Context: an optimization exercise on an open-source flow, tuned for small area. The choices shown serve that exercise and are no tape-out recipe. RTL that was checked went through simulation tests only; none was proved equivalent to the original. No functional check of the RTL was part of run 1. Power is estimated from default activity; no workload was simulated.

==> design/flow/design.v <==
module calc_logic(
   input clk,
   input rst,
   input [4:0] keycode,
   input newkey,
   output [15:0] Xdisplay,
   output LED_NEG_digit,
   output LED_OVW
   );
   reg [17:0] X, Y;
   reg [1:0] OP;
   assign Xdisplay = X[15:0];
   assign LED_OVW = X[16];
   assign LED_NEG_digit = X[17];
   wire digit  = newkey & keycode[4];
   wire optr   = newkey & (keycode[4:2] == 3'b010);
   wire clra   = newkey & (keycode == 5'b00100);
   wire equals = newkey & (keycode == 5'b00011);
   wire sqr    = newkey & (keycode == 5'b00001);
   wire chs    = newkey & (keycode == 5'b00010);
   wire eq_add = equals & (OP == 2'b11);
   wire eq_sub = equals & (OP == 2'b10);
   wire eq_mul = equals & (OP == 2'b01);
   wire hold   = ~newkey | (keycode == 5'b00000) | (keycode == 5'b00101) |
                 (keycode == 5'b00110) | (keycode == 5'b00111) |
                 (keycode == 5'b01101) | (keycode == 5'b01110) |
                 (keycode == 5'b01111) | (equals & (OP == 2'b00));
   wire ysel   = eq_add | eq_sub;
   wire c_one  = hold | eq_add | eq_sub | chs;    
   wire c_neg  = eq_sub | chs;                    
   wire [8:0] one, two, neg;
   wire one2_top;
   wire [3:0] C = ({4{ysel}} & Y[3:0]) | ({4{digit}} & keycode[3:0]);
   wire [17:0] B = ({18{sqr}} & X) | ({18{eq_mul}} & Y);
   wire [8:0] e_one, e_two, e_neg;
   calc_benc u_enc (.b(B), .one(e_one), .two(e_two), .neg(e_neg));
   assign one = e_one | {6'b0, digit, 1'b0, c_one};
   assign two = e_two;
   assign neg = e_neg | {8'b0, c_neg};
   assign one2_top = e_one[2];
   wire [17:0] nX = ~X;
   wire [8:0] onen = ~one, twon = ~two;
   wire one2_topn = ~one2_top;
   wire p1, sl2, p3, sl4, p5, sl6, p7, sl8, p9, sl10, p11, sl12, p13, sl14, p15, sl16, p17, sl18, p19, sl20, p21, sl22, p23, sl24, p25, sl26, p27, sl28, p29, sl30, p31, sl32, p33, sl34, p35, sl36, p37, sl38, p39, sl40, p41, p42, p43, p44, p45, p46, p47, p48, p49, p50, p51, p52, p53, p54, p55, sl56, p57, sl58, p59, sl60, p61, sl62, p63, sl64, p65, sl66, p67, sl68, p69, sl70, p71, sl72, p73, sl74, p75, sl76, p77, sl78, p79, sl80, p81, sl82, p83, sl84, p85, sl86, p87, sl88, p89, sl90, p91, sl92, p93, sl94, p95, sl96, p97, sl98, p99, sl100, p101, sl102, p103, sl104, p105, sl106, p107, sl108, p109, sl110, p111, sl112, p113, sl114, p115, sl116, p117, sl118, p119, sl120, p121, sl122, p123, sl124, p125, sl126, p127, sl128, p129, sl130, p131, sl132, p133, sl134, p135, sl136, p137, sl138, p139, sl140, p141, sl142, p143, sl144, p145, sl146, p147, sl148, p149, sl150, p151, sl152, p153, sl154, p155, sl156, p157, sl158, p159, sl160, p161, sl162, p163, sl164, p165, sl166, s167, c168, x169, s170, c171, s172, c173, s174, c175, s176, c177, s178, c179, s180, c181, s182, c183, s184, c185, s186, c187, s188, c189, s190, c191, s192, c193, s194, c195, s196, c197, s198, c199, x200, x201, x202, s203, c204, s205, c206, s207, c208, s209, c210, s211, c212, s213, c214, s215, c216, s217, c218, s219, c220, s221, c222, s223, c224, s225, c226, s227, c228, s229, c230, s231, c232, s233, c234, s235, c236, s237, c238, s239, c240, s241, c242, x243, x244, s245, c246, s247, c248, s249, c250, s251, c252, s253, c254, s255, c256, s257, c258, s259, c260, s261, c262, s263, c264, s265, c266, s267, c268, s269, c270, s271, c272, s273, c274, x275, s276, c277, s278, c279, s280, c281, s282, c283, s284, c285, s286, c287, s288, c289, s290, c291, s292, c293, s294, c295, s296, c297, s298, c299, s300, c301, s302, c303, s304, c305, s306, c307, s308, c309, x310, s311, c312, s313, c314, s315, c316, s317, c318, s319, c320, s321, c322, s323, c324, s325, c326, s327, c328, s329, c330, s331, c332, s333, c334, s335, c336, s337, c338, s339, c340, s341, c342, s343, c344, x345, g346, g347, q348, g349, q350, g351, q352, g353, q354, g355, q356, g357, q358, g359, q360, g361, q362, g363, g364, q365, g366, q367, g368, q369, g370, g371, q372, g373, g374, g375, g376, g377, g378, g379, g380, g381, g382, g383, g384, g385, g386, x387, x388, x389, x390, x391, x392, x393, x394, x395, x396, x397, x398, x399, x400, x401, x402, x403;
   calc_o22ai u_bs0_0 (.a1(onen[0]), .a2(nX[0]), .b1(twon[0]), .b2(1'b1), .y(sl2));
   assign p1 = sl2 ^ neg[0];
   calc_o22ai u_bs1_0 (.a1(onen[0]), .a2(nX[1]), .b1(twon[0]), .b2(nX[0]), .y(sl4));
   assign p3 = sl4 ^ neg[0];
   calc_o22ai u_bs2_0 (.a1(onen[0]), .a2(nX[2]), .b1(twon[0]), .b2(nX[1]), .y(sl6));
   assign p5 = sl6 ^ neg[0];
   calc_o22ai u_bs3_0 (.a1(onen[0]), .a2(nX[3]), .b1(twon[0]), .b2(nX[2]), .y(sl8));
   assign p7 = sl8 ^ neg[0];
   calc_o22ai u_bs4_0 (.a1(onen[0]), .a2(nX[4]), .b1(twon[0]), .b2(nX[3]), .y(sl10));
   assign p9 = sl10 ^ neg[0];
   calc_o22ai u_bs5_0 (.a1(onen[0]), .a2(nX[5]), .b1(twon[0]), .b2(nX[4]), .y(sl12));
   assign p11 = sl12 ^ neg[0];
   calc_o22ai u_bs6_0 (.a1(onen[0]), .a2(nX[6]), .b1(twon[0]), .b2(nX[5]), .y(sl14));
   assign p13 = sl14 ^ neg[0];
   calc_o22ai u_bs7_0 (.a1(onen[0]), .a2(nX[7]), .b1(twon[0]), .b2(nX[6]), .y(sl16));
   assign p15 = sl16 ^ neg[0];
   calc_o22ai u_bs8_0 (.a1(onen[0]), .a2(nX[8]), .b1(twon[0]), .b2(nX[7]), .y(sl18));
   assign p17 = sl18 ^ neg[0];
   calc_o22ai u_bs9_0 (.a1(onen[0]), .a2(nX[9]), .b1(twon[0]), .b2(nX[8]), .y(sl20));
   assign p19 = sl20 ^ neg[0];
   calc_o22ai u_bs10_0 (.a1(onen[0]), .a2(nX[10]), .b1(twon[0]), .b2(nX[9]), .y(sl22));
   assign p21 = sl22 ^ neg[0];
   calc_o22ai u_bs11_0 (.a1(onen[0]), .a2(nX[11]), .b1(twon[0]), .b2(nX[10]), .y(sl24));
   assign p23 = sl24 ^ neg[0];
   calc_o22ai u_bs12_0 (.a1(onen[0]), .a2(nX[12]), .b1(twon[0]), .b2(nX[11]), .y(sl26));
   assign p25 = sl26 ^ neg[0];
   calc_o22ai u_bs13_0 (.a1(onen[0]), .a2(nX[13]), .b1(twon[0]), .b2(nX[12]), .y(sl28));
   assign p27 = sl28 ^ neg[0];
   calc_o22ai u_bs14_0 (.a1(onen[0]), .a2(nX[14]), .b1(twon[0]), .b2(nX[13]), .y(sl30));
   assign p29 = sl30 ^ neg[0];
   calc_o22ai u_bs15_0 (.a1(onen[0]), .a2(nX[15]), .b1(twon[0]), .b2(nX[14]), .y(sl32));
   assign p31 = sl32 ^ neg[0];
   calc_o22ai u_bs16_0 (.a1(onen[0]), .a2(nX[16]), .b1(twon[0]), .b2(nX[15]), .y(sl34));
   assign p33 = sl34 ^ neg[0];
   calc_o22ai u_bs17_0 (.a1(onen[0]), .a2(nX[17]), .b1(twon[0]), .b2(nX[16]), .y(sl36));
   assign p35 = sl36 ^ neg[0];
   calc_o22ai u_bs2_1 (.a1(onen[1]), .a2(nX[0]), .b1(twon[1]), .b2(1'b1), .y(sl38));
   assign p37 = sl38 ^ neg[1];
   calc_o22ai u_bs3_1 (.a1(onen[1]), .a2(nX[1]), .b1(twon[1]), .b2(nX[0]), .y(sl40));
   assign p39 = sl40 ^ neg[1];
   calc_bsel3 u_bs4_1 (.one(one[1]), .two(two[1]), .neg(neg[1]), .ys(ysel), .x1(X[2]), .x2(X[1]), .y(Y[4]), .p(p41));
   calc_bsel3 u_bs5_1 (.one(one[1]), .two(two[1]), .neg(neg[1]), .ys(ysel), .x1(X[3]), .x2(X[2]), .y(Y[5]), .p(p42));
   calc_bsel3 u_bs6_1 (.one(one[1]), .two(two[1]), .neg(neg[1]), .ys(ysel), .x1(X[4]), .x2(X[3]), .y(Y[6]), .p(p43));
   calc_bsel3 u_bs7_1 (.one(one[1]), .two(two[1]), .neg(neg[1]), .ys(ysel), .x1(X[5]), .x2(X[4]), .y(Y[7]), .p(p44));
   calc_bsel3 u_bs8_1 (.one(one[1]), .two(two[1]), .neg(neg[1]), .ys(ysel), .x1(X[6]), .x2(X[5]), .y(Y[8]), .p(p45));
   calc_bsel3 u_bs9_1 (.one(one[1]), .two(two[1]), .neg(neg[1]), .ys(ysel), .x1(X[7]), .x2(X[6]), .y(Y[9]), .p(p46));
   calc_bsel3 u_bs10_1 (.one(one[1]), .two(two[1]), .neg(neg[1]), .ys(ysel), .x1(X[8]), .x2(X[7]), .y(Y[10]), .p(p47));
   calc_bsel3 u_bs11_1 (.one(one[1]), .two(two[1]), .neg(neg[1]), .ys(ysel), .x1(X[9]), .x2(X[8]), .y(Y[11]), .p(p48));
   calc_bsel3 u_bs12_1 (.one(one[1]), .two(two[1]), .neg(neg[1]), .ys(ysel), .x1(X[10]), .x2(X[9]), .y(Y[12]), .p(p49));
   calc_bsel3 u_bs13_1 (.one(one[1]), .two(two[1]), .neg(neg[1]), .ys(ysel), .x1(X[11]), .x2(X[10]), .y(Y[13]), .p(p50));
   calc_bsel3 u_bs14_1 (.one(one[1]), .two(two[1]), .neg(neg[1]), .ys(ysel), .x1(X[12]), .x2(X[11]), .y(Y[14]), .p(p51));
   calc_bsel3 u_bs15_1 (.one(one[1]), .two(two[1]), .neg(neg[1]), .ys(ysel), .x1(X[13]), .x2(X[12]), .y(Y[15]), .p(p52));
   calc_bsel3 u_bs16_1 (.one(one[1]), .two(two[1]), .neg(neg[1]), .ys(ysel), .x1(X[14]), .x2(X[13]), .y(Y[16]), .p(p53));
   calc_bsel3 u_bs17_1 (.one(one[1]), .two(two[1]), .neg(neg[1]), .ys(ysel), .x1(X[15]), .x2(X[14]), .y(Y[17]), .p(p54));
   calc_o22ai u_bs4_2 (.a1(onen[2]), .a2(nX[0]), .b1(twon[2]), .b2(1'b1), .y(sl56));
   assign p55 = sl56 ^ neg[2];
   calc_o22ai u_bs5_2 (.a1(onen[2]), .a2(nX[1]), .b1(twon[2]), .b2(nX[0]), .y(sl58));
   assign p57 = sl58 ^ neg[2];
   calc_o22ai u_bs6_2 (.a1(onen[2]), .a2(nX[2]), .b1(twon[2]), .b2(nX[1]), .y(sl60));
   assign p59 = sl60 ^ neg[2];
   calc_o22ai u_bs7_2 (.a1(onen[2]), .a2(nX[3]), .b1(twon[2]), .b2(nX[2]), .y(sl62));
   assign p61 = sl62 ^ neg[2];
   calc_o22ai u_bs8_2 (.a1(onen[2]), .a2(nX[4]), .b1(twon[2]), .b2(nX[3]), .y(sl64));
   assign p63 = sl64 ^ neg[2];
   calc_o22ai u_bs9_2 (.a1(onen[2]), .a2(nX[5]), .b1(twon[2]), .b2(nX[4]), .y(sl66));
   assign p65 = sl66 ^ neg[2];
   calc_o22ai u_bs10_2 (.a1(onen[2]), .a2(nX[6]), .b1(twon[2]), .b2(nX[5]), .y(sl68));
   assign p67 = sl68 ^ neg[2];
   calc_o22ai u_bs11_2 (.a1(onen[2]), .a2(nX[7]), .b1(twon[2]), .b2(nX[6]), .y(sl70));
   assign p69 = sl70 ^ neg[2];
   calc_o22ai u_bs12_2 (.a1(onen[2]), .a2(nX[8]), .b1(twon[2]), .b2(nX[7]), .y(sl72));
   assign p71 = sl72 ^ neg[2];
   calc_o22ai u_bs13_2 (.a1(onen[2]), .a2(nX[9]), .b1(twon[2]), .b2(nX[8]), .y(sl74));
   assign p73 = sl74 ^ neg[2];
   calc_o22ai u_bs14_2 (.a1(onen[2]), .a2(nX[10]), .b1(twon[2]), .b2(nX[9]), .y(sl76));
   assign p75 = sl76 ^ neg[2];
   calc_o22ai u_bs15_2 (.a1(onen[2]), .a2(nX[11]), .b1(twon[2]), .b2(nX[10]), .y(sl78));
   assign p77 = sl78 ^ neg[2];
   calc_o22ai u_bs16_2 (.a1(onen[2]), .a2(nX[12]), .b1(twon[2]), .b2(nX[11]), .y(sl80));
   assign p79 = sl80 ^ neg[2];
   calc_o22ai u_bs17_2 (.a1(one2_topn), .a2(nX[13]), .b1(twon[2]), .b2(nX[12]), .y(sl82));
   assign p81 = sl82 ^ neg[2];
   calc_o22ai u_bs6_3 (.a1(onen[3]), .a2(nX[0]), .b1(twon[3]), .b2(1'b1), .y(sl84));
   assign p83 = sl84 ^ neg[3];
   calc_o22ai u_bs7_3 (.a1(onen[3]), .a2(nX[1]), .b1(twon[3]), .b2(nX[0]), .y(sl86));
   assign p85 = sl86 ^ neg[3];
   calc_o22ai u_bs8_3 (.a1(onen[3]), .a2(nX[2]), .b1(twon[3]), .b2(nX[1]), .y(sl88));
   assign p87 = sl88 ^ neg[3];
   calc_o22ai u_bs9_3 (.a1(onen[3]), .a2(nX[3]), .b1(twon[3]), .b2(nX[2]), .y(sl90));
   assign p89 = sl90 ^ neg[3];
   calc_o22ai u_bs10_3 (.a1(onen[3]), .a2(nX[4]), .b1(twon[3]), .b2(nX[3]), .y(sl92));
   assign p91 = sl92 ^ neg[3];
   calc_o22ai u_bs11_3 (.a1(onen[3]), .a2(nX[5]), .b1(twon[3]), .b2(nX[4]), .y(sl94));
   assign p93 = sl94 ^ neg[3];
   calc_o22ai u_bs12_3 (.a1(onen[3]), .a2(nX[6]), .b1(twon[3]), .b2(nX[5]), .y(sl96));
   assign p95 = sl96 ^ neg[3];
   calc_o22ai u_bs13_3 (.a1(onen[3]), .a2(nX[7]), .b1(twon[3]), .b2(nX[6]), .y(sl98));
   assign p97 = sl98 ^ neg[3];
   calc_o22ai u_bs14_3 (.a1(onen[3]), .a2(nX[8]), .b1(twon[3]), .b2(nX[7]), .y(sl100));
   assign p99 = sl100 ^ neg[3];
   calc_o22ai u_bs15_3 (.a1(onen[3]), .a2(nX[9]), .b1(twon[3]), .b2(nX[8]), .y(sl102));
   assign p101 = sl102 ^ neg[3];
   calc_o22ai u_bs16_3 (.a1(onen[3]), .a2(nX[10]), .b1(twon[3]), .b2(nX[9]), .y(sl104));
   assign p103 = sl104 ^ neg[3];
   calc_o22ai u_bs17_3 (.a1(onen[3]), .a2(nX[11]), .b1(twon[3]), .b2(nX[10]), .y(sl106));
   assign p105 = sl106 ^ neg[3];
   calc_o22ai u_bs8_4 (.a1(onen[4]), .a2(nX[0]), .b1(twon[4]), .b2(1'b1), .y(sl108));
   assign p107 = sl108 ^ neg[4];
   calc_o22ai u_bs9_4 (.a1(onen[4]), .a2(nX[1]), .b1(twon[4]), .b2(nX[0]), .y(sl110));
   assign p109 = sl110 ^ neg[4];
   calc_o22ai u_bs10_4 (.a1(onen[4]), .a2(nX[2]), .b1(twon[4]), .b2(nX[1]), .y(sl112));
   assign p111 = sl112 ^ neg[4];
   calc_o22ai u_bs11_4 (.a1(onen[4]), .a2(nX[3]), .b1(twon[4]), .b2(nX[2]), .y(sl114));
   assign p113 = sl114 ^ neg[4];
   calc_o22ai u_bs12_4 (.a1(onen[4]), .a2(nX[4]), .b1(twon[4]), .b2(nX[3]), .y(sl116));
   assign p115 = sl116 ^ neg[4];
   calc_o22ai u_bs13_4 (.a1(onen[4]), .a2(nX[5]), .b1(twon[4]), .b2(nX[4]), .y(sl118));
   assign p117 = sl118 ^ neg[4];
   calc_o22ai u_bs14_4 (.a1(onen[4]), .a2(nX[6]), .b1(twon[4]), .b2(nX[5]), .y(sl120));
   assign p119 = sl120 ^ neg[4];
   calc_o22ai u_bs15_4 (.a1(onen[4]), .a2(nX[7]), .b1(twon[4]), .b2(nX[6]), .y(sl122));
   assign p121 = sl122 ^ neg[4];
   calc_o22ai u_bs16_4 (.a1(onen[4]), .a2(nX[8]), .b1(twon[4]), .b2(nX[7]), .y(sl124));
   assign p123 = sl124 ^ neg[4];
   calc_o22ai u_bs17_4 (.a1(onen[4]), .a2(nX[9]), .b1(twon[4]), .b2(nX[8]), .y(sl126));
   assign p125 = sl126 ^ neg[4];
   calc_o22ai u_bs10_5 (.a1(onen[5]), .a2(nX[0]), .b1(twon[5]), .b2(1'b1), .y(sl128));
   assign p127 = sl128 ^ neg[5];
   calc_o22ai u_bs11_5 (.a1(onen[5]), .a2(nX[1]), .b1(twon[5]), .b2(nX[0]), .y(sl130));
   assign p129 = sl130 ^ neg[5];
   calc_o22ai u_bs12_5 (.a1(onen[5]), .a2(nX[2]), .b1(twon[5]), .b2(nX[1]), .y(sl132));
   assign p131 = sl132 ^ neg[5];
   calc_o22ai u_bs13_5 (.a1(onen[5]), .a2(nX[3]), .b1(twon[5]), .b2(nX[2]), .y(sl134));
   assign p133 = sl134 ^ neg[5];
   calc_o22ai u_bs14_5 (.a1(onen[5]), .a2(nX[4]), .b1(twon[5]), .b2(nX[3]), .y(sl136));
   assign p135 = sl136 ^ neg[5];
   calc_o22ai u_bs15_5 (.a1(onen[5]), .a2(nX[5]), .b1(twon[5]), .b2(nX[4]), .y(sl138));
   assign p137 = sl138 ^ neg[5];
   calc_o22ai u_bs16_5 (.a1(onen[5]), .a2(nX[6]), .b1(twon[5]), .b2(nX[5]), .y(sl140));
   assign p139 = sl140 ^ neg[5];
   calc_o22ai u_bs17_5 (.a1(onen[5]), .a2(nX[7]), .b1(twon[5]), .b2(nX[6]), .y(sl142));
   assign p141 = sl142 ^ neg[5];
   calc_o22ai u_bs12_6 (.a1(onen[6]), .a2(nX[0]), .b1(twon[6]), .b2(1'b1), .y(sl144));
   assign p143 = sl144 ^ neg[6];
   calc_o22ai u_bs13_6 (.a1(onen[6]), .a2(nX[1]), .b1(twon[6]), .b2(nX[0]), .y(sl146));
   assign p145 = sl146 ^ neg[6];
   calc_o22ai u_bs14_6 (.a1(onen[6]), .a2(nX[2]), .b1(twon[6]), .b2(nX[1]), .y(sl148));
   assign p147 = sl148 ^ neg[6];
   calc_o22ai u_bs15_6 (.a1(onen[6]), .a2(nX[3]), .b1(twon[6]), .b2(nX[2]), .y(sl150));
   assign p149 = sl150 ^ neg[6];
   calc_o22ai u_bs16_6 (.a1(onen[6]), .a2(nX[4]), .b1(twon[6]), .b2(nX[3]), .y(sl152));
   assign p151 = sl152 ^ neg[6];
   calc_o22ai u_bs17_6 (.a1(onen[6]), .a2(nX[5]), .b1(twon[6]), .b2(nX[4]), .y(sl154));
   assign p153 = sl154 ^ neg[6];
   calc_o22ai u_bs14_7 (.a1(onen[7]), .a2(nX[0]), .b1(twon[7]), .b2(1'b1), .y(sl156));
   assign p155 = sl156 ^ neg[7];
   calc_o22ai u_bs15_7 (.a1(onen[7]), .a2(nX[1]), .b1(twon[7]), .b2(nX[0]), .y(sl158));
   assign p157 = sl158 ^ neg[7];
   calc_o22ai u_bs16_7 (.a1(onen[7]), .a2(nX[2]), .b1(twon[7]), .b2(nX[1]), .y(sl160));
   assign p159 = sl160 ^ neg[7];
   calc_o22ai u_bs17_7 (.a1(onen[7]), .a2(nX[3]), .b1(twon[7]), .b2(nX[2]), .y(sl162));
   assign p161 = sl162 ^ neg[7];
   calc_o22ai u_bs16_8 (.a1(onen[8]), .a2(nX[0]), .b1(twon[8]), .b2(1'b1), .y(sl164));
   assign p163 = sl164 ^ neg[8];
   calc_o22ai u_bs17_8 (.a1(onen[8]), .a2(nX[1]), .b1(twon[8]), .b2(nX[0]), .y(sl166));
   assign p165 = sl166 ^ neg[8];
   calc_ha u_ha1 (.a(neg[8]), .b(p33), .s(s167), .co(c168));
   assign x169 = p35 ^ p54;
   calc_ha u_ha2 (.a(neg[5]), .b(p21), .s(s170), .co(c171));
   calc_ha u_ha3 (.a(p23), .b(p48), .s(s172), .co(c173));
   calc_fa u_fa4 (.a(neg[6]), .b(p25), .c(p49), .s(s174), .co(c175));
   calc_ha u_ha5 (.a(p71), .b(p95), .s(s176), .co(c177));
   calc_fa u_fa6 (.a(p27), .b(p50), .c(p73), .s(s178), .co(c179));
   calc_ha u_ha7 (.a(p97), .b(p117), .s(s180), .co(c181));
   calc_fa u_fa8 (.a(neg[7]), .b(p29), .c(p51), .s(s182), .co(c183));
   calc_fa u_fa9 (.a(p75), .b(p99), .c(p119), .s(s184), .co(c185));
   calc_ha u_ha10 (.a(p135), .b(p147), .s(s186), .co(c187));
   calc_fa u_fa11 (.a(p31), .b(p52), .c(p77), .s(s188), .co(c189));
   calc_fa u_fa12 (.a(p101), .b(p121), .c(p137), .s(s190), .co(c191));
   calc_ha u_ha13 (.a(p149), .b(p157), .s(s192), .co(c193));
   calc_fa u_fa14 (.a(p53), .b(p79), .c(p103), .s(s194), .co(c195));
   calc_fa u_fa15 (.a(p123), .b(p139), .c(p151), .s(s196), .co(c197));
   calc_fa u_fa16 (.a(p159), .b(p163), .c(s167), .s(s198), .co(c199));
   assign x200 = p81 ^ p105 ^ p125;
   assign x201 = p141 ^ p153 ^ p161;
   assign x202 = p165 ^ c168 ^ x169;
   calc_ha u_ha17 (.a(neg[3]), .b(p13), .s(s203), .co(c204));
   calc_ha u_ha18 (.a(p15), .b(p44), .s(s205), .co(c206));
   calc_fa u_fa19 (.a(neg[4]), .b(p17), .c(p45), .s(s207), .co(c208));
   calc_ha u_ha20 (.a(p63), .b(p87), .s(s209), .co(c210));
   calc_fa u_fa21 (.a(p19), .b(p46), .c(p65), .s(s211), .co(c212));
   calc_ha u_ha22 (.a(p89), .b(p109), .s(s213), .co(c214));
   calc_fa u_fa23 (.a(p47), .b(p67), .c(p91), .s(s215), .co(c216));
   calc_fa u_fa24 (.a(p111), .b(p127), .c(s170), .s(s217), .co(c218));
   calc_fa u_fa25 (.a(p69), .b(p93), .c(p113), .s(s219), .co(c220));
   calc_fa u_fa26 (.a(p129), .b(c171), .c(s172), .s(s221), .co(c222));
   calc_fa u_fa27 (.a(p115), .b(p131), .c(p143), .s(s223), .co(c224));
   calc_fa u_fa28 (.a(c173), .b(s176), .c(s174), .s(s225), .co(c226));
   calc_fa u_fa29 (.a(p133), .b(p145), .c(c177), .s(s227), .co(c228));
   calc_fa u_fa30 (.a(s180), .b(c175), .c(s178), .s(s229), .co(c230));
   calc_fa u_fa31 (.a(p155), .b(c181), .c(s186), .s(s231), .co(c232));
   calc_fa u_fa32 (.a(c179), .b(s182), .c(s184), .s(s233), .co(c234));
   calc_fa u_fa33 (.a(c187), .b(s192), .c(c183), .s(s235), .co(c236));
   calc_fa u_fa34 (.a(c185), .b(s188), .c(s190), .s(s237), .co(c238));
   calc_fa u_fa35 (.a(c193), .b(c189), .c(c191), .s(s239), .co(c240));
   calc_fa u_fa36 (.a(s194), .b(s196), .c(s198), .s(s241), .co(c242));
   assign x243 = c195 ^ c197 ^ x200;
   assign x244 = x201 ^ c199 ^ x202;
   calc_ha u_ha37 (.a(C[2]), .b(neg[1]), .s(s245), .co(c246));
   calc_ha u_ha38 (.a(C[3]), .b(p7), .s(s247), .co(c248));
   calc_fa u_fa39 (.a(neg[2]), .b(p9), .c(p41), .s(s249), .co(c250));
   calc_ha u_ha40 (.a(p11), .b(p42), .s(s251), .co(c252));
   calc_fa u_fa41 (.a(p43), .b(p59), .c(p83), .s(s253), .co(c254));
   calc_fa u_fa42 (.a(p61), .b(p85), .c(c204), .s(s255), .co(c256));
   calc_fa u_fa43 (.a(p107), .b(c206), .c(s209), .s(s257), .co(c258));
   calc_fa u_fa44 (.a(c210), .b(s213), .c(c208), .s(s259), .co(c260));
   calc_fa u_fa45 (.a(c214), .b(c212), .c(s215), .s(s261), .co(c262));
   calc_fa u_fa46 (.a(c216), .b(s219), .c(c218), .s(s263), .co(c264));
   calc_fa u_fa47 (.a(c220), .b(s223), .c(c222), .s(s265), .co(c266));
   calc_fa u_fa48 (.a(c224), .b(s227), .c(c226), .s(s267), .co(c268));
   calc_fa u_fa49 (.a(c228), .b(s231), .c(c230), .s(s269), .co(c270));
   calc_fa u_fa50 (.a(c232), .b(s235), .c(c234), .s(s271), .co(c272));
   calc_fa u_fa51 (.a(c236), .b(s239), .c(c238), .s(s273), .co(c274));
   assign x275 = c240 ^ x243 ^ c242;
   calc_ha u_ha52 (.a(C[0]), .b(neg[0]), .s(s276), .co(c277));
   calc_ha u_ha53 (.a(C[1]), .b(p3), .s(s278), .co(c279));
   calc_fa u_fa54 (.a(p5), .b(p37), .c(s245), .s(s280), .co(c281));
   calc_fa u_fa55 (.a(c246), .b(p39), .c(s247), .s(s282), .co(c283));
   calc_fa u_fa56 (.a(p55), .b(c248), .c(s249), .s(s284), .co(c285));
   calc_fa u_fa57 (.a(p57), .b(s251), .c(c250), .s(s286), .co(c287));
   calc_fa u_fa58 (.a(c252), .b(s203), .c(s253), .s(s288), .co(c289));
   calc_fa u_fa59 (.a(s205), .b(c254), .c(s255), .s(s290), .co(c291));
   calc_fa u_fa60 (.a(s207), .b(c256), .c(s257), .s(s292), .co(c293));
   calc_fa u_fa61 (.a(s211), .b(c258), .c(s259), .s(s294), .co(c295));
   calc_fa u_fa62 (.a(s217), .b(c260), .c(s261), .s(s296), .co(c297));
   calc_fa u_fa63 (.a(s221), .b(c262), .c(s263), .s(s298), .co(c299));
   calc_fa u_fa64 (.a(s225), .b(c264), .c(s265), .s(s300), .co(c301));
   calc_fa u_fa65 (.a(s229), .b(c266), .c(s267), .s(s302), .co(c303));
   calc_fa u_fa66 (.a(s233), .b(c268), .c(s269), .s(s304), .co(c305));
   calc_fa u_fa67 (.a(s237), .b(c270), .c(s271), .s(s306), .co(c307));
   calc_fa u_fa68 (.a(s241), .b(c272), .c(s273), .s(s308), .co(c309));
   assign x310 = x244 ^ c274 ^ x275;
   calc_ha u_ha69 (.a(p1), .b(s276), .s(s311), .co(c312));
   calc_ha u_ha70 (.a(c277), .b(s278), .s(s313), .co(c314));
   calc_ha u_ha71 (.a(c279), .b(s280), .s(s315), .co(c316));
   calc_ha u_ha72 (.a(c281), .b(s282), .s(s317), .co(c318));
   calc_ha u_ha73 (.a(c283), .b(s284), .s(s319), .co(c320));
   calc_ha u_ha74 (.a(s286), .b(c285), .s(s321), .co(c322));
   calc_ha u_ha75 (.a(c287), .b(s288), .s(s323), .co(c324));
   calc_ha u_ha76 (.a(c289), .b(s290), .s(s325), .co(c326));
   calc_ha u_ha77 (.a(c291), .b(s292), .s(s327), .co(c328));
   calc_ha u_ha78 (.a(c293), .b(s294), .s(s329), .co(c330));
   calc_ha u_ha79 (.a(c295), .b(s296), .s(s331), .co(c332));
   calc_ha u_ha80 (.a(c297), .b(s298), .s(s333), .co(c334));
   calc_ha u_ha81 (.a(c299), .b(s300), .s(s335), .co(c336));
   calc_ha u_ha82 (.a(c301), .b(s302), .s(s337), .co(c338));
   calc_ha u_ha83 (.a(c303), .b(s304), .s(s339), .co(c340));
   calc_ha u_ha84 (.a(c305), .b(s306), .s(s341), .co(c342));
   calc_ha u_ha85 (.a(c307), .b(s308), .s(s343), .co(c344));
   assign x345 = c309 ^ x310;
   assign g346 = c312 | (s311 & 1'b0);
   assign g347 = c316 | (s315 & c314);
   assign q348 = s315 & s313;
   assign g349 = c320 | (s319 & c318);
   assign q350 = s319 & s317;
   assign g351 = c324 | (s323 & c322);
   assign q352 = s323 & s321;
   assign g353 = c328 | (s327 & c326);
   assign q354 = s327 & s325;
   assign g355 = c332 | (s331 & c330);
   assign q356 = s331 & s329;
   assign g357 = c336 | (s335 & c334);
   assign q358 = s335 & s333;
   assign g359 = c340 | (s339 & c338);
   assign q360 = s339 & s337;
   assign g361 = c344 | (s343 & c342);
   assign q362 = s343 & s341;
   assign g363 = g347 | (q348 & g346);
   assign g364 = g351 | (q352 & g349);
   assign q365 = q352 & q350;
   assign g366 = g355 | (q356 & g353);
   assign q367 = q356 & q354;
   assign g368 = g359 | (q360 & g357);
   assign q369 = q360 & q358;
   assign g370 = g364 | (q365 & g363);
   assign g371 = g368 | (q369 & g366);
   assign q372 = q369 & q367;
   assign g373 = g371 | (q372 & g370);
   assign g374 = g366 | (q367 & g370);
   assign g375 = g349 | (q350 & g363);
   assign g376 = g353 | (q354 & g370);
   assign g377 = g357 | (q358 & g374);
   assign g378 = g361 | (q362 & g373);
   assign g379 = c314 | (s313 & g346);
   assign g380 = c318 | (s317 & g363);
   assign g381 = c322 | (s321 & g375);
   assign g382 = c326 | (s325 & g370);
   assign g383 = c330 | (s329 & g376);
   assign g384 = c334 | (s333 & g374);
   assign g385 = c338 | (s337 & g377);
   assign g386 = c342 | (s341 & g373);
   assign x387 = s313 ^ g346;
   assign x388 = s315 ^ g379;
   assign x389 = s317 ^ g363;
   assign x390 = s319 ^ g380;
   assign x391 = s321 ^ g375;
   assign x392 = s323 ^ g381;
   assign x393 = s325 ^ g370;
   assign x394 = s327 ^ g382;
   assign x395 = s329 ^ g376;
   assign x396 = s331 ^ g383;
   assign x397 = s333 ^ g374;
   assign x398 = s335 ^ g384;
   assign x399 = s337 ^ g377;
   assign x400 = s339 ^ g385;
   assign x401 = s341 ^ g373;
   assign x402 = s343 ^ g386;
   assign x403 = x345 ^ g378;
   wire [17:0] nextX = {x403, x402, x401, x400, x399, x398, x397, x396, x395, x394, x393, x392, x391, x390, x389, x388, x387, s311};
   always @(posedge clk or posedge rst)
      if (rst) begin
         X <= 18'b0;
         OP <= 2'b0;
      end else begin
         X <= nextX;
         if (optr | clra) OP <= clra ? 2'b00 : keycode[1:0];
      end
   always @(posedge clk)
      if (optr) Y <= X;
endmodule
module calc_benc(input [17:0] b, output [8:0] one, output [8:0] two, output [8:0] neg);
   wire [18:0] bb = {b, 1'b0};
   genvar j;
   generate for (j = 0; j < 9; j = j + 1) begin : g_enc
      assign one[j] = bb[2*j+1] ^ bb[2*j];
      assign two[j] = (bb[2*j+2] & ~bb[2*j+1] & ~bb[2*j]) | (~bb[2*j+2] & bb[2*j+1] & bb[2*j]);
      assign neg[j] = bb[2*j+2];
   end endgenerate
endmodule
module calc_fa(input a, input b, input c, output s, output co);
   assign s = a ^ b ^ c;
   assign co = (a & b) | (a & c) | (b & c);
endmodule
module calc_ha(input a, input b, output s, output co);
   assign s = a ^ b;
   assign co = a & b;
endmodule
module calc_bsel(input one, input two, input neg, input x1, input x2, output p);
   assign p = ((one & x1) | (two & x2)) ^ neg;
endmodule
module calc_o22ai(input a1, input a2, input b1, input b2, output y);
   assign y = ~((a1 | a2) & (b1 | b2));
endmodule
module calc_ao22n(input a1, input b1, input a2, input b2, output y);
   assign y = ~((a1 & b1) | (a2 & b2));
endmodule
module calc_bsel3(input one, input two, input neg, input ys, input x1, input x2, input y, output p);
   assign p = ((one & x1) | (two & x2) | (ys & y)) ^ neg;
endmodule
==> design/flow/run.sh <==
#!/bin/bash
# synth_recipe.tcl (not shown) runs the flow's synth.tcl, then flattens the netlist and writes it again
# the make line also repeats each setting of config.mk as NAME=value (left out here)
make -C /OpenROAD-flow-scripts/flow DESIGN_CONFIG=/design/flow/config.mk WORK_HOME=/design/flow/orfs CLKGATE_MAP_FILE= SYNTH_SCRIPT=/design/flow/synth_recipe.tcl finish
==> design/flow/config.mk <==
export PLATFORM = sky130hd
export DESIGN_NAME = calc_logic
export DESIGN_NICKNAME = calc_logic
export VERILOG_FILES = /design/flow/design.v
export SDC_FILE = /design/flow/constraint.sdc
export NUM_CORES = 4
export LEC_CHECK = 0
export CAP_MARGIN = 20
export CORE_MARGIN = 2
export CORE_UTILIZATION = 40
export SLEW_MARGIN = 20
export SYNTH_HIERARCHICAL = 1
export SYNTH_MINIMUM_KEEP_SIZE = 0
==> design/flow/constraint.sdc <==
create_clock -name core_clock -period 8.0 [get_ports {clk}]
set_input_delay 1.6000 -clock core_clock [delete_from_list [all_inputs] [get_ports {clk}]]
set_output_delay 1.6000 -clock core_clock [all_outputs]
set_load 0.01 [all_outputs]
==> summary.txt, run 1 <==
CTS tree=built; maximum buffer depth of the clock tree=2; detailed placement HPWL=11,300 um; register area=0.00104 mm^2; Max IR drop VDD=0.144 mV; Nets=667; most common cell after layout, fill and taps aside=o22ai_1; clock sink total=38; Final setup viols=0; Syn Area/Cell=10.3 um^2; CP endpoint kind=flip-flop; sequential cell area fraction in the yosys report=19.3%; Port-buffer cells=25; initial DRC count=454; Final Hold Viols=0; Setup Fix Bufs, Post-CTS=0; worst-skew pair later-pin latency=0.29 ns; Final period util=94.6%; initial antenna violation count=0; post-route ant nets=0; Via Count=4,350; Synth Warn #=7; max-slew violations=0; EDFF count, synth=18; Die W=120 um; post-CTS sizing=0; status=timing/DRC/antenna clean; drt first pass iters=5; DR vias/cell=5.85; Synth Register Bits=38; die area=0.0144 mm^2; Max Clock Skew=0.00605 ns; share of post-route cells with drive strength above 1=7.94%; drt drc=0; main flop type after synthesis=dfrtp_1; fmax=132 MHz; HP Class=flip-flop to flip-flop; Cell variety after synth=48; Die H=120 um; Leak=2.98 nW; hold_buf cts=0; cts bufs inserted=5; first-pass GRT wire length=24,300 um; Mapped Cells=522; vias in the first global route=4,396; Inserted Diodes=0; RSZ-0062 raised after global routing=false; Netlist Area Pre-Place=0.00538 mm^2; pin count of the biggest net entering global routing=22; number of H-tree levels=2; drt total wl=15,000 um; worst setup path class=primary input to flip-flop; number of fill cells=1,241; Total GRT Usage=21.8%; Core ar.=0.0132 mm^2; Worst Path Required=8.19 ns; Startpoint Class=primary input; Critical Path AT=7.76 ns; FP Rows=42; Tmin final=7.57 ns; max_cap viols=0; Synth-to-Final Area Change=13.8%; worst-path fanout max=21; PwrDens=190 mW/mm^2; most frequent cells in the layout=o22ai_1 (77), xor2_1 (61), xnor2_1 (61), fa_1 (52), ha_1 (41); Finished Cell Area=0.00612 mm^2; global route total overflow=0; Initial Utilization=40.8%; Slew @ Worst Pin=0.861 ns; post-detailed-route wirelength per cell=20.1 um; final setup TNS=0 ns; CTS clk-pin slew, worst paths=0.06 ns; RePlAce Congestion=0.899; relative slew slack=42.5%; placed cell area=0.00595 mm^2; area occupied by multi-input gates=0.00409 mm^2; # IOs=26; Post-synth ARST share=52.6%; root buf cell=clkbuf_16
-- cell type report --
type                       count  area share [%]
sequential                    38            17.0
multi-input combinational    430            66.8
timing repair buffer          52            7.40
tap                          176            3.60
clock inverter                 3           0.736
inverter                      39            2.39
clock buffer                   5            2.04
-- flip-flops by register name, indices dropped and copies added (netlist names) --
signal  cells
Y          18
X          18
OP          2
-- metal layers --
metal | global-route usage, % | wire length (um) | part of all wire (%)
met5 | 0 | 0 | 0
met4 | 4.19 | 153 | 1.0
met3 | 4.13 | 979 | 6.5
met2 | 33.9 | 6810 | 46
met1 | 31.7 | 7010 | 47
-- modules after synthesis, one instance, submodules excluded --
module / flops+latches / times used
calc_logic: 38 / 1
calc_ha: 0 / 33
calc_bsel3: 0 / 14
calc_o22ai: 0 / 76
calc_fa: 0 / 52
calc_benc: 0 / 1
-- metrics by stage --
step | hold slack (ns) | setup WS, ns | cells | utilization [%] | power [mW]
2_1_floorplan | 0.523 | 0.267 | 530 | - | 0.686
3_3_place_gp | 0.503 | 0.323 | 735 | 45.1 | 0.919
3_5_place_dp | 0.504 | 0.273 | 735 | 45.1 | 0.923
4_1_cts | 0.513 | 0.492 | 743 | 46.4 | 1.16
5_1_grt | 0.533 | 0.0840 | 743 | 46.4 | 1.24
6_report | 0.518 | 0.429 | 743 | 46.4 | 1.16
-- cell usage after synthesis (7+ instances only) --
cell type | n | area [um^2]
a21o_1 | 10 | 75.1
a222oi_1 | 14 | 140
a22o_1 | 18 | 158
buf_4 | 13 | 97.6
dfrtp_1 | 20 | 500
edfxtp_1 | 18 | 541
fa_1 | 52 | 1040
ha_1 | 41 | 513
inv_1 | 39 | 146
nand2_1 | 7 | 26.3
nand2b_1 | 9 | 56.3
nand3b_1 | 7 | 52.6
nor2_1 | 12 | 45.0
o21ai_1 | 7 | 35.0
o22ai_1 | 77 | 482
xnor2_1 | 61 | 534
xor2_1 | 61 | 534
-- kinds of logic (layout without fill, tap and decap cells) --
group | count (synthesis) | count (layout) | share of synthesized area [%]
buf+inv | 62 | 99 | 5.46
xor+xnor | 123 | 123 | 20.2
flops | 38 | 38 | 19.3
simple gates | 54 | 54 | 6.25
other cells | 1 | 9 | 0.0697
fa+ha+maj | 93 | 93 | 28.9
compound gates | 151 | 151 | 19.9
-- report_power, final --
part | internal (mW) | switching [mW]
Clock | 0.147 | 0.0850
Combinational | 0.256 | 0.332
Sequential | 0.259 | 0.0807
Total | 0.663 | 0.498
-- path summary, 6_finish.rpt --
path	startpoint	end	slack, ns	cells past startpoint
worst max register to register	OP[1]	X[14]	2.29	21
worst max-delay path	keycode[1]	X[14]	0.43	22
min in group asynchronous	rst	X[6]	1.79	2
worst min-delay path	X[16]	Y[16]	0.52	0
max in group asynchronous	rst	X[15]	5.67	2
worst min register to register	X[16]	Y[16]	0.52	0
-- worst max-delay path, cell delays in order --
cell	delay, ns
clkdlybuf4s50_1	0.61
nor4b_4	0.33
nand2_1	0.13
nor2_2	0.22
a22o_1	0.22
buf_4	0.34
o22ai_1	0.15
buf_4	0.20
a222oi_1	0.36
xnor2_1	0.17
fa_1	0.59
fa_1	0.45
fa_1	0.45
ha_1	0.33
and4_1	0.22
a221o_1	0.30
or2_1	0.26
a21o_1	0.18
a21o_1	0.17
ha_1	0.17
nor2_1	0.13
xnor2_1	0.15
==> run 2, diff against run 1 <==
--- a/design/flow/design.v
+++ b/design/flow/design.v
@@ -43,4 +43,4 @@
    wire one2_topn = ~one2_top;
-   wire p1, sl2, p3, sl4, p5, sl6, p7, sl8, p9, sl10, p11, sl12, p13, sl14, p15, sl16, p17, sl18, p19, sl20, p21, sl22, p23, sl24, p25, sl26, p27, sl28, p29, sl30, p31, sl32, p33, sl34, p35, sl36, p37, sl38, p39, sl40, p41, p42, p43, p44, p45, p46, p47, p48, p49, p50, p51, p52, p53, p54, p55, sl56, p57, sl58, p59, sl60, p61, sl62, p63, sl64, p65, sl66, p67, sl68, p69, sl70, p71, sl72, p73, sl74, p75, sl76, p77, sl78, p79, sl80, p81, sl82, p83, sl84, p85, sl86, p87, sl88, p89, sl90, p91, sl92, p93, sl94, p95, sl96, p97, sl98, p99, sl100, p101, sl102, p103, sl104, p105, sl106, p107, sl108, p109, sl110, p111, sl112, p113, sl114, p115, sl116, p117, sl118, p119, sl120, p121, sl122, p123, sl124, p125, sl126, p127, sl128, p129, sl130, p131, sl132, p133, sl134, p135, sl136, p137, sl138, p139, sl140, p141, sl142, p143, sl144, p145, sl146, p147, sl148, p149, sl150, p151, sl152, p153, sl154, p155, sl156, p157, sl158, p159, sl160, p161, sl162, p163, sl164, p165, sl166, s167, c168, x169, s170, c171, s172, c173, s174, c175, s176, c177, s178, c179, s180, c181, s182, c183, s184, c185, s186, c187, s188, c189, s190, c191, s192, c193, s194, c195, s196, c197, s198, c199, x200, x201, x202, s203, c204, s205, c206, s207, c208, s209, c210, s211, c212, s213, c214, s215, c216, s217, c218, s219, c220, s221, c222, s223, c224, s225, c226, s227, c228, s229, c230, s231, c232, s233, c234, s235, c236, s237, c238, s239, c240, s241, c242, x243, x244, s245, c246, s247, c248, s249, c250, s251, c252, s253, c254, s255, c256, s257, c258, s259, c260, s261, c262, s263, c264, s265, c266, s267, c268, s269, c270, s271, c272, s273, c274, x275, s276, c277, s278, c279, s280, c281, s282, c283, s284, c285, s286, c287, s288, c289, s290, c291, s292, c293, s294, c295, s296, c297, s298, c299, s300, c301, s302, c303, s304, c305, s306, c307, s308, c309, x310, s311, c312, s313, c314, s315, c316, s317, c318, s319, c320, s321, c322, s323, c324, s325, c326, s327, c328, s329, c330, s331, c332, s333, c334, s335, c336, s337, c338, s339, c340, s341, c342, s343, c344, x345, g346, g347, q348, g349, q350, g351, q352, g353, q354, g355, q356, g357, q358, g359, q360, g361, q362, g363, g364, q365, g366, q367, g368, q369, g370, g371, q372, g373, g374, g375, g376, g377, g378, g379, g380, g381, g382, g383, g384, g385, g386, x387, x388, x389, x390, x391, x392, x393, x394, x395, x396, x397, x398, x399, x400, x401, x402, x403;
-   calc_o22ai u_bs0_0 (.a1(onen[0]), .a2(nX[0]), .b1(twon[0]), .b2(1'b1), .y(sl2));
+   wire p1, sl2, p3, sl4, p5, sl6, p7, sl8, p9, sl10, p11, sl12, p13, sl14, p15, sl16, p17, sl18, p19, sl20, p21, sl22, p23, sl24, p25, sl26, p27, sl28, p29, sl30, p31, sl32, p33, sl34, p35, sl36, p37, sl38, p39, sl40, p41, p42, p43, p44, p45, p46, p47, p48, p49, p50, p51, p52, p53, p54, p55, sl56, p57, sl58, p59, sl60, p61, sl62, p63, sl64, p65, sl66, p67, sl68, p69, sl70, p71, sl72, p73, sl74, p75, sl76, p77, sl78, p79, sl80, p81, sl82, p83, sl84, p85, sl86, p87, sl88, p89, sl90, p91, sl92, p93, sl94, p95, sl96, p97, sl98, p99, sl100, p101, sl102, p103, sl104, p105, sl106, p107, sl108, p109, sl110, p111, sl112, p113, sl114, p115, sl116, p117, sl118, p119, sl120, p121, sl122, p123, sl124, p125, sl126, p127, sl128, p129, sl130, p131, sl132, p133, sl134, p135, sl136, p137, sl138, p139, sl140, p141, sl142, p143, sl144, p145, sl146, p147, sl148, p149, sl150, p151, sl152, p153, sl154, p155, sl156, p157, sl158, p159, sl160, p161, sl162, p163, sl164, p165, sl166, s167, c168, x169, s170, c171, s172, c173, s174, c175, s176, c177, s178, c179, s180, c181, s182, c183, s184, c185, s186, c187, s188, c189, s190, c191, s192, c193, s194, c195, s196, c197, s198, c199, x200, x201, x202, s203, c204, s205, c206, s207, c208, s209, c210, s211, c212, s213, c214, s215, c216, s217, c218, s219, c220, s221, c222, s223, c224, s225, c226, s227, c228, s229, c230, s231, c232, s233, c234, s235, c236, s237, c238, s239, c240, s241, c242, x243, x244, s245, c246, s247, c248, s249, c250, s251, c252, s253, c254, s255, c256, s257, c258, s259, c260, s261, c262, s263, c264, s265, c266, s267, c268, s269, c270, s271, c272, s273, c274, x275, s276, c277, s278, c279, s280, c281, s282, c283, s284, c285, s286, c287, s288, c289, s290, c291, s292, c293, s294, c295, s296, c297, s298, c299, s300, c301, s302, c303, s304, c305, s306, c307, s308, c309, x310, s311, c312, s313, c314, s315, c316, s317, c318, s319, c320, s321, c322, s323, c324, s325, c326, s327, c328, s329, c330, s331, c332, s333, c334, s335, c336, s337, c338, s339, c340, s341, c342, s343, c344, x345, g346, g347, q348, g349, q350, g351, q352, g353, q354, g355, q356, g357, g358, q359, g360, q361, g362, g363, g364, g365, g366, g367, g368, g369, g370, x371, x372, x373, x374, x375, x376, x377, x378, x379, x380, x381, x382;
+   calc_nor2 u_bs0_0 (.a(onen[0]), .b(nX[0]), .y(sl2));
    assign p1 = sl2 ^ neg[0];
@@ -80,3 +80,3 @@
    assign p35 = sl36 ^ neg[0];
-   calc_o22ai u_bs2_1 (.a1(onen[1]), .a2(nX[0]), .b1(twon[1]), .b2(1'b1), .y(sl38));
+   calc_nor2 u_bs2_1 (.a(onen[1]), .b(nX[0]), .y(sl38));
    assign p37 = sl38 ^ neg[1];
@@ -98,3 +98,3 @@
    calc_bsel3 u_bs17_1 (.one(one[1]), .two(two[1]), .neg(neg[1]), .ys(ysel), .x1(X[15]), .x2(X[14]), .y(Y[17]), .p(p54));
-   calc_o22ai u_bs4_2 (.a1(onen[2]), .a2(nX[0]), .b1(twon[2]), .b2(1'b1), .y(sl56));
+   calc_nor2 u_bs4_2 (.a(onen[2]), .b(nX[0]), .y(sl56));
    assign p55 = sl56 ^ neg[2];
@@ -126,3 +126,3 @@
    assign p81 = sl82 ^ neg[2];
-   calc_o22ai u_bs6_3 (.a1(onen[3]), .a2(nX[0]), .b1(twon[3]), .b2(1'b1), .y(sl84));
+   calc_nor2 u_bs6_3 (.a(onen[3]), .b(nX[0]), .y(sl84));
    assign p83 = sl84 ^ neg[3];
@@ -150,3 +150,3 @@
    assign p105 = sl106 ^ neg[3];
-   calc_o22ai u_bs8_4 (.a1(onen[4]), .a2(nX[0]), .b1(twon[4]), .b2(1'b1), .y(sl108));
+   calc_nor2 u_bs8_4 (.a(onen[4]), .b(nX[0]), .y(sl108));
    assign p107 = sl108 ^ neg[4];
@@ -170,3 +170,3 @@
    assign p125 = sl126 ^ neg[4];
-   calc_o22ai u_bs10_5 (.a1(onen[5]), .a2(nX[0]), .b1(twon[5]), .b2(1'b1), .y(sl128));
+   calc_nor2 u_bs10_5 (.a(onen[5]), .b(nX[0]), .y(sl128));
    assign p127 = sl128 ^ neg[5];
@@ -186,3 +186,3 @@
    assign p141 = sl142 ^ neg[5];
-   calc_o22ai u_bs12_6 (.a1(onen[6]), .a2(nX[0]), .b1(twon[6]), .b2(1'b1), .y(sl144));
+   calc_nor2 u_bs12_6 (.a(onen[6]), .b(nX[0]), .y(sl144));
    assign p143 = sl144 ^ neg[6];
@@ -198,3 +198,3 @@
    assign p153 = sl154 ^ neg[6];
-   calc_o22ai u_bs14_7 (.a1(onen[7]), .a2(nX[0]), .b1(twon[7]), .b2(1'b1), .y(sl156));
+   calc_nor2 u_bs14_7 (.a(onen[7]), .b(nX[0]), .y(sl156));
    assign p155 = sl156 ^ neg[7];
@@ -206,3 +206,3 @@
    assign p161 = sl162 ^ neg[7];
-   calc_o22ai u_bs16_8 (.a1(onen[8]), .a2(nX[0]), .b1(twon[8]), .b2(1'b1), .y(sl164));
+   calc_nor2 u_bs16_8 (.a(onen[8]), .b(nX[0]), .y(sl164));
    assign p163 = sl164 ^ neg[8];
@@ -287,7 +287,7 @@
    calc_ha u_ha69 (.a(p1), .b(s276), .s(s311), .co(c312));
-   calc_ha u_ha70 (.a(c277), .b(s278), .s(s313), .co(c314));
-   calc_ha u_ha71 (.a(c279), .b(s280), .s(s315), .co(c316));
-   calc_ha u_ha72 (.a(c281), .b(s282), .s(s317), .co(c318));
-   calc_ha u_ha73 (.a(c283), .b(s284), .s(s319), .co(c320));
-   calc_ha u_ha74 (.a(s286), .b(c285), .s(s321), .co(c322));
+   calc_fa u_fa70 (.a(c277), .b(s278), .c(c312), .s(s313), .co(c314));
+   calc_fa u_fa71 (.a(c279), .b(s280), .c(c314), .s(s315), .co(c316));
+   calc_fa u_fa72 (.a(c281), .b(s282), .c(c316), .s(s317), .co(c318));
+   calc_fa u_fa73 (.a(c283), .b(s284), .c(c318), .s(s319), .co(c320));
+   calc_fa u_fa74 (.a(s286), .b(c285), .c(c320), .s(s321), .co(c322));
    calc_ha u_ha75 (.a(c287), .b(s288), .s(s323), .co(c324));
@@ -304,61 +304,40 @@
    assign x345 = c309 ^ x310;
-   assign g346 = c312 | (s311 & 1'b0);
-   assign g347 = c316 | (s315 & c314);
-   assign q348 = s315 & s313;
-   assign g349 = c320 | (s319 & c318);
-   assign q350 = s319 & s317;
-   assign g351 = c324 | (s323 & c322);
-   assign q352 = s323 & s321;
-   assign g353 = c328 | (s327 & c326);
-   assign q354 = s327 & s325;
-   assign g355 = c332 | (s331 & c330);
-   assign q356 = s331 & s329;
-   assign g357 = c336 | (s335 & c334);
-   assign q358 = s335 & s333;
-   assign g359 = c340 | (s339 & c338);
-   assign q360 = s339 & s337;
-   assign g361 = c344 | (s343 & c342);
-   assign q362 = s343 & s341;
-   assign g363 = g347 | (q348 & g346);
-   assign g364 = g351 | (q352 & g349);
-   assign q365 = q352 & q350;
-   assign g366 = g355 | (q356 & g353);
-   assign q367 = q356 & q354;
-   assign g368 = g359 | (q360 & g357);
-   assign q369 = q360 & q358;
-   assign g370 = g364 | (q365 & g363);
-   assign g371 = g368 | (q369 & g366);
-   assign q372 = q369 & q367;
-   assign g373 = g371 | (q372 & g370);
-   assign g374 = g366 | (q367 & g370);
-   assign g375 = g349 | (q350 & g363);
-   assign g376 = g353 | (q354 & g370);
-   assign g377 = g357 | (q358 & g374);
-   assign g378 = g361 | (q362 & g373);
-   assign g379 = c314 | (s313 & g346);
-   assign g380 = c318 | (s317 & g363);
-   assign g381 = c322 | (s321 & g375);
-   assign g382 = c326 | (s325 & g370);
-   assign g383 = c330 | (s329 & g376);
-   assign g384 = c334 | (s333 & g374);
-   assign g385 = c338 | (s337 & g377);
-   assign g386 = c342 | (s341 & g373);
-   assign x387 = s313 ^ g346;
-   assign x388 = s315 ^ g379;
-   assign x389 = s317 ^ g363;
-   assign x390 = s319 ^ g380;
-   assign x391 = s321 ^ g375;
-   assign x392 = s323 ^ g381;
-   assign x393 = s325 ^ g370;
-   assign x394 = s327 ^ g382;
-   assign x395 = s329 ^ g376;
-   assign x396 = s331 ^ g383;
-   assign x397 = s333 ^ g374;
-   assign x398 = s335 ^ g384;
-   assign x399 = s337 ^ g377;
-   assign x400 = s339 ^ g385;
-   assign x401 = s341 ^ g373;
-   assign x402 = s343 ^ g386;
-   assign x403 = x345 ^ g378;
-   wire [17:0] nextX = {x403, x402, x401, x400, x399, x398, x397, x396, x395, x394, x393, x392, x391, x390, x389, x388, x387, s311};
+   assign g346 = c324 | (s323 & c322);
+   assign g347 = c328 | (s327 & c326);
+   assign q348 = s327 & s325;
+   assign g349 = c332 | (s331 & c330);
+   assign q350 = s331 & s329;
+   assign g351 = c336 | (s335 & c334);
+   assign q352 = s335 & s333;
+   assign g353 = c340 | (s339 & c338);
+   assign q354 = s339 & s337;
+   assign g355 = c344 | (s343 & c342);
+   assign q356 = s343 & s341;
+   assign g357 = g347 | (q348 & g346);
+   assign g358 = g351 | (q352 & g349);
+   assign q359 = q352 & q350;
+   assign g360 = g355 | (q356 & g353);
+   assign q361 = q356 & q354;
+   assign g362 = g358 | (q359 & g357);
+   assign g363 = g360 | (q361 & g362);
+   assign g364 = g349 | (q350 & g357);
+   assign g365 = g353 | (q354 & g362);
+   assign g366 = c326 | (s325 & g346);
+   assign g367 = c330 | (s329 & g357);
+   assign g368 = c334 | (s333 & g364);
+   assign g369 = c338 | (s337 & g362);
+   assign g370 = c342 | (s341 & g365);
+   assign x371 = s323 ^ c322;
+   assign x372 = s325 ^ g346;
+   assign x373 = s327 ^ g366;
+   assign x374 = s329 ^ g357;
+   assign x375 = s331 ^ g367;
+   assign x376 = s333 ^ g364;
+   assign x377 = s335 ^ g368;
+   assign x378 = s337 ^ g362;
+   assign x379 = s339 ^ g369;
+   assign x380 = s341 ^ g365;
+   assign x381 = s343 ^ g370;
+   assign x382 = x345 ^ g363;
+   wire [17:0] nextX = {x382, x381, x380, x379, x378, x377, x376, x375, x374, x373, x372, x371, s321, s319, s317, s315, s313, s311};
    always @(posedge clk or posedge rst)
@@ -394,2 +373,5 @@
 endmodule
+module calc_nor2(input a, input b, output y);
+   assign y = ~(a | b);
+endmodule
 module calc_o22ai(input a1, input a2, input b1, input b2, output y);
--- a/design/flow/config.mk
+++ b/design/flow/config.mk
@@ -10,2 +10,3 @@
 export CORE_UTILIZATION = 40
+export CTS_BUF_LIST = sky130_fd_sc_hd__clkbuf_4
 export SLEW_MARGIN = 20
==> summary.txt, run 2 <==
Tmin final=7.40 ns (-0.175 ns); Worst path slowest cell=clkdlybuf4s50_1; Synth area leader=fa_1; Top Registers=X: 18 flops, Y: 18 flops, OP: 2 flops; switching power=0.481 mW (-3.5%); Setup Fix Bufs, Post-CTS=0 (unchanged); Die W=118 um (-1.3%); Final Power=1.07 mW (-7.8%); post-detailed-route wirelength per cell=19.5 um (-2.9%); largest stage delay on the critical path=0.54 ns (-0.07 ns); share of the synthesized area in the top cell type=21.8% (+2.4 points); Synth-to-Final Area Change=11.4%; max_cap viols=0 (unchanged); worst-path fanout max=8 (-62%); Max Clock Skew=0.00897 ns (+0.00292 ns); # IOs=26 (unchanged); maximum buffer depth of the clock tree=2 (unchanged); Final Hold Viols=0 (unchanged); DR vias/cell=5.71 (-2.4%); final setup TNS=0 ns (unchanged); FP Rows=41 (-2.4%); pin count of the biggest net entering global routing=21 (-4.5%); CTS tree=built; Max IR drop VDD=0.108 mV (-25%); clock sink total=38 (unchanged); logic gate share of total power=54.7% (+4.0 points); vias in the first global route=4,206 (-4.3%); detailed placement HPWL=10,700 um (-5.4%); Worst Path Required=8.29 ns (+0.10 ns); Critical Path AT=7.69 ns (-0.07 ns); drt total wl=13,800 um (-7.5%); switching fraction of total power=44.9% (+2.0 points); most common cell after layout, fill and taps aside=o22ai_1; Final setup viols=0 (unchanged); Mapped Cells=496 (-5.0%); CP endpoint kind=flip-flop; Synth Register Bits=38 (unchanged); Post-synth top cells=o22ai_1 (68), xor2_1 (60), xnor2_1 (59), fa_1 (57), inv_1 (40); fmax=135 MHz (+2.4%); CTS clk-pin slew, worst paths=0.13 ns (+0.07 ns); Clock power frac=13.4% (-6.6 points); relative slew slack=33.8% (-8.7 points); post-route ant nets=0 (unchanged); WP buf/inv=3 (unchanged); hold_buf cts=0 (unchanged); Synth Warn #=7 (unchanged); Port-buffer cells=25 (unchanged); RePlAce Congestion=0.911 (+1.4%); Core ar.=0.0127 mm^2 (-3.5%); Reg power frac=32.0% (+2.7 points); main flop type after synthesis=dfrtp_1; placed cell area=0.00574 mm^2 (-3.6%); Cell variety after synth=43 (-10%); Nets=629 (-5.7%); main area contributors after synthesis=fa_1 (22%), edfxtp_1 (10%), xor2_1 (10%); Finished Cell Area=0.00584 mm^2 (-4.7%); Total GRT Usage=20.4% (-1.4 points); first-pass GRT wire length=22,700 um (-6.6%); share of post-route cells with drive strength above 1=8.29% (+0.35 points); drt drc=0 (unchanged); max-slew violations=0 (unchanged); cts bufs inserted=5 (unchanged); RSZ-0062 raised after global routing=false; Die H=118 um (-1.3%); Power Internal=0.590 mW (-11%); worst setup path class=primary input to flip-flop; Syn Area/Cell=10.6 um^2 (+2.4%); status=timing/DRC/antenna clean; initial antenna violation count=1 (+1); number of H-tree levels=2 (unchanged); Netlist Area Pre-Place=0.00524 mm^2 (-2.7%); Startpoint Class=primary input; Initial Utilization=41.2% (+0.37 points); worst-skew pair later-pin latency=0.37 ns (+0.08 ns); Post-synth ARST share=52.6% (unchanged); global route total overflow=0 (unchanged); EDFF count, synth=18 (unchanged); number of fill cells=1,275 (+2.7%); Final period util=92.4% (-2.2 points); most common cell in the netlist=o22ai_1; worst hold slack=0.539 ns (+0.0215 ns); HP Class=flip-flop to flip-flop; drt first pass iters=5 (unchanged); sequential cell area fraction in the yosys report=19.9% (+0.53 points); die area=0.0140 mm^2 (-2.6%); most frequent cells in the layout=o22ai_1 (68), xor2_1 (60), xnor2_1 (59), fa_1 (57), inv_1 (40); Via Count=4,046 (-7.0%); initial DRC count=443 (-2.4%); Slew @ Worst Pin=0.993 ns (+0.132 ns); CP delay by family, top=adder cells; PwrDens=183 mW/mm^2 (-3.3%); Leak=2.80 nW (-6.2%); Most Frequent Cell on Critical Path=fa_1; post-CTS sizing=0 (unchanged); root buf cell=clkbuf_4
==> run 2: changes by cell type in the layout (fill, tap and decap cells not counted), sizes merged, moves of 5 or more <==
cell   before  now
fa         52   57
o22ai      77   68
a21o       10    1
ha         41   34
nor2       13   19
diode       0    5
conb        9    0
==> run 2: kinds of logic (layout without fill, tap and decap cells) <==
family	after synthesis	count (layout)	synth area share [%]
other	0	5	0
buffers and inverters	63	98	5.92
adder cells (fa/ha/maj)	91	91	29.9
AND/OR/NAND/NOR	52	52	5.90
AO/OA/AOI/OAI	130	130	17.8
multiplexers	2	2	0.430
XOR/XNOR	120	120	20.2
flip-flops	38	38	19.9
==> run 2: routing by layer <==
metal  GRT usage (%)  wire length, um  up-vias
li1                -                -     1857
met1            30.2             6560     2018
met2            31.6             6170      151
met3            2.75              831       20
met4            5.13              273        0
met5               0                0        -
==> run 2: path summary, 6_finish.rpt <==
path                            start  depth (start not counted)  slack (ns)  endpoint
setup / recovery           keycode[3]                         26        0.60     X[16]
setup reg to reg                OP[1]                         24        2.27     X[16]
hold / removal                  OP[1]                          1        0.54     OP[1]
hold reg to reg                 OP[1]                          1        0.54     OP[1]
min in group asynchronous         rst                          2        1.72     OP[1]
max in group asynchronous         rst                          2        5.72      X[7]
==> run 2: final cells by class <==
cell class,instances,area (um^2),share of cell area (%)
repair buffers,50,438,7.50
diodes,5,12.5,0.214
clock inverters,1,30.0,0.514
flip-flops and latches,38,1040,17.8
clock buffers,7,52.6,0.900
well taps,172,215,3.69
multi-input cells,395,3900,66.8
inverters,40,150,2.57
==> run 2: modules after synthesis (local to each module, per instance) <==
module | area (um^2) | cells inside | flip-flops and latches
calc_benc | 299 | 43 | 0
calc_logic | 2730 | 264 | 38
calc_fa | 20.0 | 1 | 0
calc_o22ai | 6.26 | 1 | 0
calc_ha | 12.5 | 1 | 0
calc_bsel3 | 18.8 | 2 | 0
calc_nor2 | 3.75 | 1 | 0
==> run 2: power groups by stage <==
stage | registers (mW) | logic, mW | clock network [mW]
2_1_floorplan | 0.328 | 0.359 | 0
3_3_place_gp | 0.347 | 0.575 | 0
3_5_place_dp | 0.345 | 0.577 | 0
4_1_cts | 0.342 | 0.586 | 0.147
5_1_grt | 0.349 | 0.645 | 0.155
6_report | 0.342 | 0.585 | 0.143
==> run 2: worst register-to-register path: stages, from the launching register on <==
cell and delay (ns):
dfrtp_1 0.40, inv_1 0.10, nand2_1 0.12, a31oi_1 0.18, o21a_1 0.13, nor2_1 0.04
nor4b_2 0.37, buf_4 0.22, o22ai_1 0.09, xnor2_1 0.31, fa_1 0.46, fa_1 0.42
fa_1 0.39, fa_1 0.39, fa_1 0.37, ha_1 0.19, or2_1 0.26, a21oi_1 0.15
o21bai_1 0.10, a31o_2 0.33, nor2_1 0.12, o21ai_0 0.08, ha_1 0.19, nor2_1 0.12
xnor2_1 0.12
==> run 2: through the flow <==
| step | cells | setup slack, ns | utilization, % |
|---|---|---|---|
| final | 708 | 0.605 | 45.9 |
| after global routing | 708 | 0.130 | 45.9 |
| after floorplan | 496 | 0.537 | - |
| after global placement | 695 | 0.227 | 45.1 |
| after detailed placement | 695 | 0.0827 | 45.1 |
| after CTS | 703 | 0.466 | 45.8 |
==> run 3, diff against run 2 <==
--- a/design/flow/config.mk
+++ b/design/flow/config.mk
@@ -11,2 +11,3 @@
 export CTS_BUF_LIST = sky130_fd_sc_hd__clkbuf_4
+export CTS_CLUSTER_SIZE = 8
 export SLEW_MARGIN = 20
==> summary.txt, run 3 <==
dpl ws=0.0827 ns (unchanged); Final period util=92.4% (unchanged); cts bufs inserted=5 (unchanged); Reg power frac=32.0% (about the same); max_cap viols=0 (unchanged); most common cell after layout, fill and taps aside=o22ai_1; Port-buffer cells=25 (unchanged); CTS clk-pin slew, worst paths=0.13 ns (about the same); Worst path slowest cell=clkdlybuf4s50_1; CP endpoint kind=flip-flop; worst-skew pair later-pin latency=0.37 ns (about the same); placed cell area=0.00574 mm^2 (unchanged); Synth-to-Final Area Change=11.4% (unchanged); EDFF count, synth=18 (unchanged); Clock power frac=13.4% (about the same); largest stage delay on the critical path=0.54 ns (about the same); logic gate share of total power=54.7% (about the same); initial DRC count=443 (unchanged); r2r setup slk=2.27 ns (about the same); hold_buf cts=0 (unchanged); worst hold slack=0.539 ns (unchanged); switching fraction of total power=44.9% (unchanged); maximum buffer depth of the clock tree=2 (unchanged); CP delay by family, top=adder cells; Via Count=4,046 (unchanged); Netlist Area Pre-Place=0.00524 mm^2 (unchanged); HP Class=flip-flop to flip-flop; number of H-tree levels=2 (unchanged); CTS tree=built; main area contributors after synthesis=fa_1 (22%), edfxtp_1 (10%), xor2_1 (10%); Total GRT Usage=20.4% (unchanged); root buf cell=clkbuf_4; FP Rows=41 (unchanged); worst setup path class=primary input to flip-flop; PwrDens=183 mW/mm^2 (unchanged); global route total overflow=0 (unchanged); Max Clock Skew=0.00897 ns (unchanged); sequential cell area fraction in the yosys report=19.9% (unchanged); pin count of the biggest net entering global routing=21 (unchanged); final setup TNS=0 ns (unchanged); Max IR drop VDD=0.108 mV (unchanged); drt first pass iters=5 (unchanged); Die W=118 um (unchanged); Slew @ Worst Pin=0.993 ns (unchanged); Top Registers=X: 18 flops, Y: 18 flops, OP: 2 flops; post-detailed-route wirelength per cell=19.5 um (unchanged); Finished Cell Area=0.00584 mm^2 (unchanged); worst-path fanout max=8 (unchanged); setup ws final=0.605 ns (unchanged); Setup Fix Bufs, Post-CTS=0 (unchanged); status=timing/DRC/antenna clean; drt drc=0 (unchanged); WP buf/inv=3 (unchanged); Power Internal=0.590 mW (unchanged); Worst Path Required=8.29 ns (about the same); Final setup viols=0 (unchanged); share of the synthesized area in the top cell type=21.8% (unchanged); RePlAce Congestion=0.911 (unchanged); Startpoint Class=primary input; detailed placement HPWL=10,700 um (unchanged); Die H=118 um (unchanged); DR vias/cell=5.71 (unchanged); most common cell in the netlist=o22ai_1; Syn Area/Cell=10.6 um^2 (unchanged); Post-synth ARST share=52.6% (unchanged); main flop type after synthesis=dfrtp_1; post-CTS sizing=0 (unchanged); Final Power=1.07 mW (unchanged); Nets=629 (unchanged); relative slew slack=33.8% (unchanged)
==> run 3: cell counts in the layout (fill, tap and decap cells not counted) <==
No cell type changed its count.
==> run 3: power by group through the flow <==
stage / Clock [mW] / Sequential, mW / Combinational (mW)
global placement: 0 / 0.347 / 0.575
CTS: 0.147 / 0.342 / 0.586
finish: 0.143 / 0.342 / 0.585
global route: 0.155 / 0.349 / 0.645
floorplan: 0 / 0.328 / 0.359
detailed placement: 0 / 0.345 / 0.577
==> run 3: final cells by class <==
| class | count | area, um^2 |
|---|---|---|
| timing repair buffer | 50 | 438 |
| clock inverter | 1 | 30.0 |
| sequential | 38 | 1040 |
| tap | 172 | 215 |
| multi-input combinational | 395 | 3900 |
| antenna | 5 | 12.5 |
| fill | 1275 | 6890 |
| inverter | 40 | 150 |
| clock buffer | 7 | 52.6 |
==> run 3: logic make-up after synthesis <==
kind of cell / synth area share [%]
xor+xnor: 20.2
simple gates: 5.90
flops: 19.9
mux: 0.430
compound gates: 17.8
fa+ha+maj: 29.9
buf+inv: 5.92
==> run 3: path summary, 6_finish.rpt <==
check / from / cells after the start / end
max: keycode[3] / 26 / X[16]
min: OP[1] / 1 / OP[1]
max reg2reg: OP[1] / 24 / X[16]
min reg2reg: OP[1] / 1 / OP[1]
max in group asynchronous: rst / 2 / X[7]
min in group asynchronous: rst / 2 / OP[1]
==> run 3: through the flow <==
stage | utilization (%) | cells
after floorplan | - | 496
after global placement | 45.1 | 695
after detailed placement | 45.1 | 695
after CTS | 45.8 | 703
after global routing | 45.9 | 708
final | 45.9 | 708
==> run 3: modules after synthesis, one instance, submodules excluded <==
module / copies in the design / cells inside / flops+latches / cell area [um^2]
calc_benc: 1 / 43 / 0 / 299
calc_bsel3: 14 / 2 / 0 / 18.8
calc_fa: 57 / 1 / 0 / 20.0
calc_ha: 28 / 1 / 0 / 12.5
calc_logic: 1 / 264 / 38 / 2730
calc_nor2: 9 / 1 / 0 / 3.75
calc_o22ai: 67 / 1 / 0 / 6.26
==> run 3: per-layer routing <==
metal | share of wire, % | GRT usage, %
met1 | 47 | 30.2
met2 | 45 | 31.6
met3 | 6.0 | 2.75
met4 | 2.0 | 5.13
met5 | 0 | 0
==> run 3: worst register-to-register path: cells and delay by family (launching register included) <==
kind                       cells  cell delay (ns)
xor gates and xnor gates       2             0.43
DFF                            1             0.40
and+or+nand+nor                6             1.03
adders and majority gates      7             2.41
AOI/OAI and AO/OA              7             1.06
buffers and inverters          2             0.32
